What follows belongs to an exercise in optimizing a design on an open flow for small area, a short achievable clock period and few clock cycles; a production flow would make more cautious choices. In this exercise RTL edits were held to simulation tests only and were not proved equivalent to the original.

==> design.v <==
module magnitude(input logic [16:0] in, output logic [15:0] out);
    assign out = in[16] ? (~in[15:0] + 16'd1) : in[15:0];
endmodule
module datapath(
    input  logic [15:0] a,
    input  logic [15:0] b,
    output logic [16:0] p
);
    logic [31:0] full;
    assign full = a * b;
    assign p = full[31:15];
endmodule
module fir_filter(
    input  logic        clk,
    input  logic        n_rst,
    input  logic        start_sample,    
    input  logic        start_load,      
    input  logic [15:0] new_sample,      
    input  logic [63:0] coeff_regs,      
    output logic        busy,
    output logic        err,
    output logic [15:0] fir_out
);
    logic [15:0] x0, x1, x2;             
    logic [15:0] f0, f1, f2, f3;         
    logic [16:0] p0;                     
    logic [16:0] q1, q2, q3;             
    logic        act, ld;
    logic [1:0]  slot;
    logic [15:0] ma, mb;
    logic [16:0] mp;
    assign x0 = new_sample;
    always_comb begin
        case (slot)
            2'd0: begin ma = x0; mb = f0; end
            2'd1: begin ma = x0; mb = f1; end
            2'd2: begin ma = x1; mb = f2; end
            default: begin ma = x2; mb = f3; end
        endcase
    end
    datapath mul(.a(ma), .b(mb), .p(mp));
    always_ff @(posedge clk) p0 <= mp;
    logic [17:0] t2, t3, t4;
    logic        ovf3, ovf4, e_next;
    logic [16:0] r;
    logic [15:0] mag;
    always_comb begin
        t2 = {1'b0, p0[15:0]} - {2'b00, q1[15:0]};
        t3 = {1'b0, p0[15:0]} - {2'b00, q1[15:0]} + {2'b00, q2[15:0]};
        t4 = {t3[16], t3[16:0]} - {2'b00, q3[15:0]};
        ovf3 = t3[17] ^ t3[16];
        ovf4 = t4[17] ^ t4[16];
        e_next = 1'b1;
        if (p0[16])       r = 17'd0;
        else if (q1[16])  r = {1'b0, p0[15:0]};
        else if (q2[16])  r = t2[16:0];
        else if (ovf3)    r = t3[16:0];
        else if (q3[16])  r = t3[16:0];
        else begin
            r = t4[16:0];
            e_next = ovf4;
        end
    end
    magnitude mag_u(.in(r), .out(mag));
    wire acc = act & ~ld & (slot == 2'd1);
    always_ff @(posedge clk, negedge n_rst) begin
        if (!n_rst) begin
            x1 <= '0; x2 <= '0;
            f0 <= '0; f1 <= '0; f2 <= '0; f3 <= '0;
            q1 <= '0; q2 <= '0; q3 <= '0;
            act <= 1'b0; ld <= 1'b0; slot <= 2'd0;
            busy <= 1'b0; err <= 1'b0; fir_out <= '0;
        end else begin
            if (start_sample) begin
                x1 <= x0;
                x2 <= x1;
            end
            if (start_load) begin
                f0 <= coeff_regs[15:0];
                f1 <= coeff_regs[31:16];
                f2 <= coeff_regs[47:32];
                f3 <= coeff_regs[63:48];
            end
            if (act) begin
                case (slot)
                    2'd1: q1 <= mp;
                    2'd2: q2 <= mp;
                    2'd3: q3 <= mp;
                    default: ;
                endcase
            end
            if (acc) begin
                fir_out <= mag;
                err <= e_next;
            end else if (start_load) begin
                err <= 1'b0;
            end
            if (start_sample) begin
                act <= 1'b1; ld <= 1'b0; slot <= 2'd0;
            end else if (start_load) begin
                act <= 1'b1; ld <= 1'b1; slot <= 2'd1;
            end else if (act) begin
                slot <= slot + 2'd1;
                if (slot == 2'd3) act <= 1'b0;
            end
            busy <= start_sample | start_load | (act & ~ld & slot == 2'd0)
                  | (act & ld & slot != 2'd3);
        end
    end
endmodule
module ahb_lite_fir_filter(
    input logic clk,
    input logic n_rst,
    input logic hsel,
    input logic [3:0] haddr,
    input logic hsize,
    input logic [1:0] htrans,
    input logic hwrite,
    input logic [15:0] hwdata,
    output logic [15:0] hrdata,
    output logic hresp
);
    logic        wr_q;           
    logic [3:0]  a_q;
    logic        sz_q;
    logic [13:4][7:0] regs;      
    logic [7:1]  reg14;          
    logic        busy, err;
    logic [15:0] fir_out;
    logic [13:4] be;
    assign hresp = hsel & ((hwrite & ((haddr <= 4'd3) | (haddr == 4'd15)))
                         | (~hwrite & (haddr == 4'd15)));
    always_comb begin
        for (int i = 4; i <= 13; i++)
            be[i] = wr_q & (a_q[3:1] == i[3:1]) & (sz_q | (a_q[0] == i[0]));
    end
    wire be14 = wr_q & (a_q == 4'd14);
    wire start_sample = be[4] | be[5];
    wire start_load = be14 & hwdata[0];
    always_ff @(posedge clk, negedge n_rst) begin
        if (!n_rst) begin
            wr_q <= 1'b0;
            a_q <= '0;
            sz_q <= 1'b0;
            for (int i = 4; i <= 13; i++) regs[i] <= '0;
            reg14 <= '0;
        end else begin
            wr_q <= hsel & (htrans != 2'b00) & hwrite & ~hresp;
            a_q <= haddr;
            sz_q <= hsize;
            for (int i = 4; i <= 13; i++)
                if (be[i]) regs[i] <= i[0] ? hwdata[15:8] : hwdata[7:0];
            if (be14) reg14 <= hwdata[0] ? 7'd0 : hwdata[7:1];
        end
    end
    logic [7:0] rb [0:15];
    always_comb begin
        rb[0] = {7'd0, busy};
        rb[1] = {7'd0, err};
        rb[2] = fir_out[7:0];
        rb[3] = fir_out[15:8];
        for (int i = 4; i <= 13; i++) rb[i] = regs[i];
        rb[14] = {reg14, 1'b0};
        rb[15] = 8'd0;
        hrdata[15:8] = (a_q == 4'd14 || (!sz_q && !a_q[0])) ? 8'd0 : rb[{a_q[3:1], 1'b1}];
        hrdata[7:0]  = (!sz_q && a_q[0]) ? 8'd0 : rb[{a_q[3:1], 1'b0}];
    end
    fir_filter filt(
        .clk(clk), .n_rst(n_rst),
        .start_sample(start_sample), .start_load(start_load),
        .new_sample({regs[5], regs[4]}),
        .coeff_regs({regs[13], regs[12], regs[11], regs[10], regs[9], regs[8], regs[7], regs[6]}),
        .busy(busy), .err(err), .fir_out(fir_out)
    );
endmodule
==> run.sh <==
#!/bin/bash
# synth_recipe.tcl (not shown) runs the flow's synth.tcl, then flattens the netlist and writes it again
# the make line also repeats each setting of config.mk as NAME=value (left out here)
make -C /OpenROAD-flow-scripts/flow DESIGN_CONFIG=/design/flow/config.mk WORK_HOME=/design/flow/orfs CLKGATE_MAP_FILE= SYNTH_SCRIPT=/design/flow/synth_recipe.tcl finish
==> config.mk <==
export PLATFORM = sky130hd
export DESIGN_NAME = ahb_lite_fir_filter
export DESIGN_NICKNAME = ahb_lite_fir_filter
export VERILOG_FILES = /design/flow/design.v
export SDC_FILE = /design/flow/constraint.sdc
export NUM_CORES = 4
export LEC_CHECK = 0
export CAP_MARGIN = 20
export CORE_MARGIN = 2
export CORE_UTILIZATION = 40
export SETUP_SLACK_MARGIN = 5
export SLEW_MARGIN = 20
export TNS_END_PERCENT = 100
==> constraint.sdc <==
create_clock -name core_clock -period 10.0 [get_ports {clk}]
set_input_delay 2.0000 -clock core_clock [delete_from_list [all_inputs] [get_ports {clk}]]
set_output_delay 2.0000 -clock core_clock [all_outputs]
set_load 0.01 [all_outputs]
==> results_dict.tcl, run 1 <==
set metrics [dict create \
    status "no timing/DRC/antenna violations" \
    fp.dieW_um 244.8 \
    path_max_fanout 16 \
    crit_top_cell "fa_1" \
    crit_start "filt.slot[0]" \
    synth_ff_type "dfrtp_1" \
    ios 44 \
    worstSkewPairLatency_ns 0.57 \
    port_buffers 43 \
    synth_edf_count 0 \
    crit_path_end_kind "register" \
    viasPerCell 5.480 \
    netlist_area_um2 23200 \
    grt_pass1_wl_um 113100 \
    synth_cells 2462 \
    crit_path_top_delay_cell "fa_1" \
    avgSynthCellArea_um2 9.424 \
    ant_nets 0 \
    hold_start "reg14[4]" \
    core_area_um2 57480 \
    cts_tree "yes" \
    layout-drive-gt1-share_pct 27.79 \
    tightest_slew_ns 1.196 \
    routed_wl_um 70680 \
    numCtsBuffers 30 \
    drc 0 \
    h-tree-depth 1 \
    clock-root-buffer "clkbuf_16" \
    fill_cells 5221 \
    clk_pin_slew_ns 0.06 \
    ys_ff_latch 279 \
    fmax_mhz 134.9 \
    grt_max_degree 151 \
    dp_cells 3214 \
    ys_async_sr_fraction_pct 93.91 \
    ctsHoldBuffers 0 \
    final_cell_mix "nand2_1, inv_1, dfrtp_1" \
    yosys_warnings 3 \
    final_common_cell "nand2_1" \
    synth_seq_area_share_pct 29.73 \
    rr_startpoint "filt.slot[0]" \
    first_pass_iters 5 \
    fp.dieArea_um2 59940 \
    rsz0062_at_grt "true" \
    cts_buffer_depth 3 \
    dpl.hpwl_um 50910 \
    row_count 88 \
    place.gp.congestion 0.9781 \
    vias 19039 \
    cpPeakStageDelay_ns 0.57 \
    cp.arrival_ns 7.87 \
    fin_skew_ns 0.01256 \
    finalSetupViolCount 0 \
    die_height_um 244.8 \
    antenna_found_initial 4 \
    syn_nets 2841 \
    hold_violations 0 \
    cts.sinks 279 \
    fin_crit_ns 7.415 \
    stdcell_count 3474 \
    grt_pass1_vias 20149 \
    fin_area_um2 29080 \
    max-cap-violations 0 \
    setup_tns_ns 0 \
    hold_path.class "reg2reg" \
    overflow 0 \
    cp.required_ns 10.45 \
    synth.distinct_cells 80 \
    track_usage_pct 23.99 \
    nets 3061 \
    slew_violations 0 \
    cp-start-kind "register" \
    path_class "reg2reg" \
    initial_core_util_pct 40.37 \
    finalCritPeriodShare_pct 74.15 \
    slew-limit-headroom_pct 20.08 \
    drt_iter0_drc 1347 \
    syn_to_final_growth_pct 25.34 \
    routedWlPerCell_um 20.34 \
    placed_cell_area_um2 24970 \
]
kinds of logic after synthesis:
family          after synthesis  synth area share (%)
compound gates              368                 10.74
simple gates                798                 14.99
flops                       279                 29.73
xor+xnor                     65                 2.454
mux                         213                 10.43
fa+ha+maj                   352                 25.32
buf+inv                     387                 6.342
cells in the mapped netlist, types with 8 or more instances:
library cell | number | area [um^2]
fa_1 | 196 | 3924
clkbuf_1 | 75 | 281.5
nor2_1 | 173 | 649.4
o21ai_0 | 78 | 390.4
nand2_1 | 445 | 1670
nor2b_1 | 23 | 143.9
dfrtp_1 | 262 | 6556
inv_1 | 296 | 1111
a221oi_1 | 8 | 70.07
and3_1 | 10 | 62.56
nand2b_1 | 37 | 231.5
and2_1 | 12 | 75.07
o21a_1 | 23 | 172.7
ha_1 | 156 | 1952
a21oi_1 | 76 | 380.4
nand3b_1 | 9 | 67.56
dfxtp_1 | 17 | 340.3
mux2i_1 | 28 | 280.3
a31oi_1 | 13 | 81.33
a211oi_1 | 12 | 90.09
o211ai_1 | 18 | 135.1
o31ai_1 | 9 | 67.56
o21ai_1 | 10 | 50.05
a22oi_1 | 36 | 270.3
a21o_1 | 22 | 165.2
nand4_1 | 8 | 50.05
xnor2_1 | 48 | 420.4
buf_1 | 8 | 30.03
mux2_2 | 178 | 2004
nand3_1 | 24 | 120.1
nor3_1 | 30 | 150.1
xor2_1 | 17 | 148.9
per-layer routing:
metal  track usage (%)  vias up  routed length, um
met3             2.996      139               3721
met1             32.17     9725              30330
met5                 0        -                  0
met2             40.69      548              34200
li1                  -     8627                  -
met4             6.923        0               2427
path summary, 6_finish.rpt:
kind	cells after the start	to	slack [ns]
worst max-delay path	30	filt.q2[14]	2.59
worst min-delay path	2	reg14[4]	0.47
worst max register to register	30	filt.q2[14]	2.59
worst min register to register	2	reg14[4]	0.47
max in group asynchronous	2	regs[22]	7.15
min in group asynchronous	1	filt.fir_out[13]	1.47
registers in the layout, summed over array words and instances, names as in the netlist, 2 cells and up:
signal and count:
filt.q1 17, filt.f1 16, filt.f0 16, filt.q2 17
filt.x1 16, reg14 7, regs 80, filt.fir_out 16
a_q 4, filt.slot 2, filt.f3 16, filt.f2 16
filt.q3 17, filt.x2 16, filt.p0 17
cell type report:
cell class              count  area, um^2  area share [%]
diodes                      3       7.507         0.02582
clock buffers              45       858.3           2.952
clock inverters            11       111.4          0.3829
inverters                 299        1145           3.937
multi-input cells        1797       16550           56.90
flip-flops and latches    279        6902           23.73
well taps                 765       957.2           3.292
repair buffers            274        2542           8.743
repair inverters            1       8.758         0.03012
timing repair:
action                     4_1_cts  5_1_grt
setup endpoints to repair       97       92
buffers inserted               142       55
cloned                           4        0
resized for setup              198      137
pin swaps                       85       83
worst max-delay path: cells and delay by family (launching register included):
kind	cells	cell delay (ns)
XOR/XNOR	1	0.18
buffers and inverters	7	0.74
adder cells (fa/ha/maj)	8	3.35
AO/OA/AOI/OAI	11	2.03
AND/OR/NAND/NOR	2	0.24
flip-flops	1	0.43
multiplexers	1	0.28
metrics by stage:
step           hold WS [ns]  worst slack, ns  utilization [%]
6_report             0.4708            2.585            50.59
5_1_grt              0.4984            2.316            50.59
4_1_cts              0.4699            2.621            48.96
3_5_place_dp         0.4542            1.576            43.44
3_3_place_gp         0.4528            1.792            43.43
2_1_floorplan        0.4331            2.785                -
Testbench counts, summed over its fixed seeds: cycles 2,696.
==> run 2: changes to the inputs <==
--- a/config.mk
+++ b/config.mk
@@ -9,5 +9,3 @@
 export CORE_MARGIN = 2
 export CORE_UTILIZATION = 40
-export SETUP_SLACK_MARGIN = 5
 export SLEW_MARGIN = 20
-export TNS_END_PERCENT = 100
==> run 2 against run 1 <==
Non-clock buffer count fell by 188. Via count fell by 6.1%. Hold slack improved by 0.0038 ns. First-iteration DRC count down 8.2%. Core utilization shrank 6.0 points. Register-to-register slack worse by 1.9 ns. Sequential share of layout area increased by 3.2 points.
==> results_dict.tcl, run 2 <==
set metrics [dict create \
    synth_top_family_by_area "adder cells" \
    fmax_mhz 107.4 \
    dpl.hpwl_um 49520 \
    regMostFlops "regs" \
    tightest_slew_ns 1.130 \
    syn_nets 2841 \
    synth_seq_area_share_pct 29.73 \
    post_cts_buffers 0 \
    ant_nets 0 \
    final_common_cell "nand2_1" \
    slew-limit-headroom_pct 23.48 \
    synth.most_common_cell "nand2_1" \
    cts_buffer_depth 3 \
    syn_to_final_growth_pct 10.54 \
    synth_edf_count 0 \
    drt_iter0_drc 1236 \
    worstSkewPairLatency_ns 0.60 \
    numCtsBuffers 30 \
    synth_cells 2462 \
    core_area_um2 57480 \
    synthSimpleGateAreaFrac_pct 14.99 \
    fin_skew_ns 0.01098 \
    fin_crit_ns 9.310 \
    nets 2871 \
    crit_path_top_delay_cell "ha_1" \
    drc 0 \
    yosys-mux-area-fraction_pct 10.43 \
    track_usage_pct 21.86 \
    slew_violations 0 \
    ys_async_sr_fraction_pct 93.91 \
    yosys.area.top_type_share_pct 28.26 \
    final_cell_mix "nand2_1, inv_1, dfrtp_1" \
    antennaDiodeCount 0 \
    antenna_found_initial 1 \
    setup_tns_ns 0 \
    cts_resized 0 \
    layout-drive-gt1-share_pct 12.56 \
    grt_pass1_vias 18405 \
    status "no timing/DRC/antenna violations" \
    ctsHoldBuffers 0 \
    ys_ff_latch 279 \
    synth.distinct_cells 80 \
    placed_cell_area_um2 24590 \
    cpPeakStageDelay_ns 0.83 \
    yosys.area.top_type "dfrtp_1" \
    h-tree-depth 1 \
    hold_violations 0 \
    multi_input_area_um2 14870 \
    path_max_fanout 20 \
    grt_max_degree 132 \
    cp-start-kind "register" \
    overflow 0 \
    viasPerCell 5.449 \
    ios 44 \
    die_height_um 244.8 \
    rsz0062_at_grt "false" \
    cp.required_ns 10.45 \
    path_class "reg2reg" \
    crit_path_end_kind "register" \
    fp.dieW_um 244.8 \
    cts.sinks 279 \
    fp.dieArea_um2 59940 \
    finalCritPeriodShare_pct 93.10 \
    finalSetupViolCount 0 \
    post-route-util_pct 44.62 \
    netlist_area_um2 23200 \
    synth_fa_ha_area_share_pct 25.32 \
    vias 17873 \
    largest_register_ff_count 80 \
    fill_cells 5530 \
    routedWlPerCell_um 19.70 \
    place.gp.congestion 0.9383 \
    cts_tree "yes" \
    initial_core_util_pct 40.37 \
    cp.arrival_ns 9.76 \
    synth_ff_type "dfrtp_1" \
    routed_wl_um 64610 \
    yosys_warnings 3 \
    synth_xor_area_share_pct 2.454 \
    row_count 88 \
    first_pass_iters 7 \
    clk_pin_slew_ns 0.06 \
    avgSynthCellArea_um2 9.424 \
    netlist_top_cells_area "dfrtp_1, fa_1, mux2_2" \
    regArea_um2 6898 \
    grt_pass1_wl_um 103500 \
    max-cap-violations 0 \
    port_buffers 43 \
    whs_ns 0.4745 \
    fin_area_um2 25650 \
    synth_compound_area_share_pct 10.74 \
    clock-root-buffer "clkbuf_16" \
    hold_path.class "reg2reg" \
    synth_commonest_cells "nand2_1, inv_1, dfrtp_1" \
]
-- run 2: cell counts after synthesis --
Identical to the previous run, type by type.
-- run 2: final timing paths --
path / from / depth (start not counted) / end / slack (ns)
worst max register to register: filt.slot[0] / 30 / filt.q1[16] / 0.69
worst max-delay path: filt.slot[0] / 30 / filt.q1[16] / 0.69
worst min register to register: reg14[3] / 2 / reg14[3] / 0.47
worst min-delay path: reg14[3] / 2 / reg14[3] / 0.47
max in group asynchronous: n_rst / 3 / regs[79] / 6.93
min in group asynchronous: n_rst / 1 / filt.f3[2] / 1.34
-- run 2: area by class of cell --
cell class / instances / share of cell area, %
clock inverters: 11 / 0.4439
well taps: 765 / 3.732
inverters: 299 / 4.376
multi-input cells: 1796 / 57.99
repair buffers: 86 / 3.083
flip-flops and latches: 279 / 26.90
clock buffers: 44 / 3.483
-- run 2: cells by family (layout without fill, tap and decap cells) --
| group | Yosys count | count (layout) |
|---|---|---|
| and+or+nand+nor | 798 | 798 |
| adders and majority gates | 352 | 352 |
| DFF | 279 | 279 |
| AOI/OAI and AO/OA | 368 | 368 |
| buffers and inverters | 387 | 440 |
| muxes | 213 | 213 |
| xor gates and xnor gates | 65 | 65 |
-- run 2: metal layers --
layer	global-route usage (%)	routed length (um)	vias up
li1	-	-	8237
met3	2.384	3242	78
met1	30.74	29300	9056
met4	4.770	1272	0
met2	36.39	30800	502
met5	0	0	-
-- run 2: worst max-delay path: cells and delay by family, from the launching register on --
kind	cells	cell delay, ns
adder cells (fa/ha/maj)	8	4.11
AO/OA/AOI/OAI	12	3.36
AND/OR/NAND/NOR	3	0.72
flip-flops	1	0.42
buffers and inverters	6	0.35
XOR/XNOR	1	0.19
-- run 2: per-stage QoR --
step / std cells / setup slack [ns]
final: 3280 / 0.6898
after global placement: 3224 / 0.9276
after detailed placement: 3224 / 0.7101
after floorplan: 2462 / 1.887
after CTS: 3279 / 0.6543
after global routing: 3280 / 0.1409

[re-timing with driven ports]
In the flow no input, the clock included, has a driving cell. The finished layouts below were timed again as built, in two steps. Step 1, drivers: a clkbuf_16 drives clk and a buf_2 each remaining input, both assumed. Step 2 moves the port delays by t, midway between the first and last clock arrival at a register: inputs arrive t later, outputs are due t later. That takes back most of the time a late clock gives input paths. Slacks: no drivers / after step 1 / after step 2; pairs: no drivers / after step 1.
| run | shift t [ns] | slack for setup (ns) | worst setup path at the end |
|---|---|---|---|
| run 1 | 0.625 | 2.585 / 2.585 / 2.585 | register to register |
| run 2 | 0.651 | 0.690 / 0.690 / 0.690 | register to register |
After both steps every run listed still meets setup and hold.
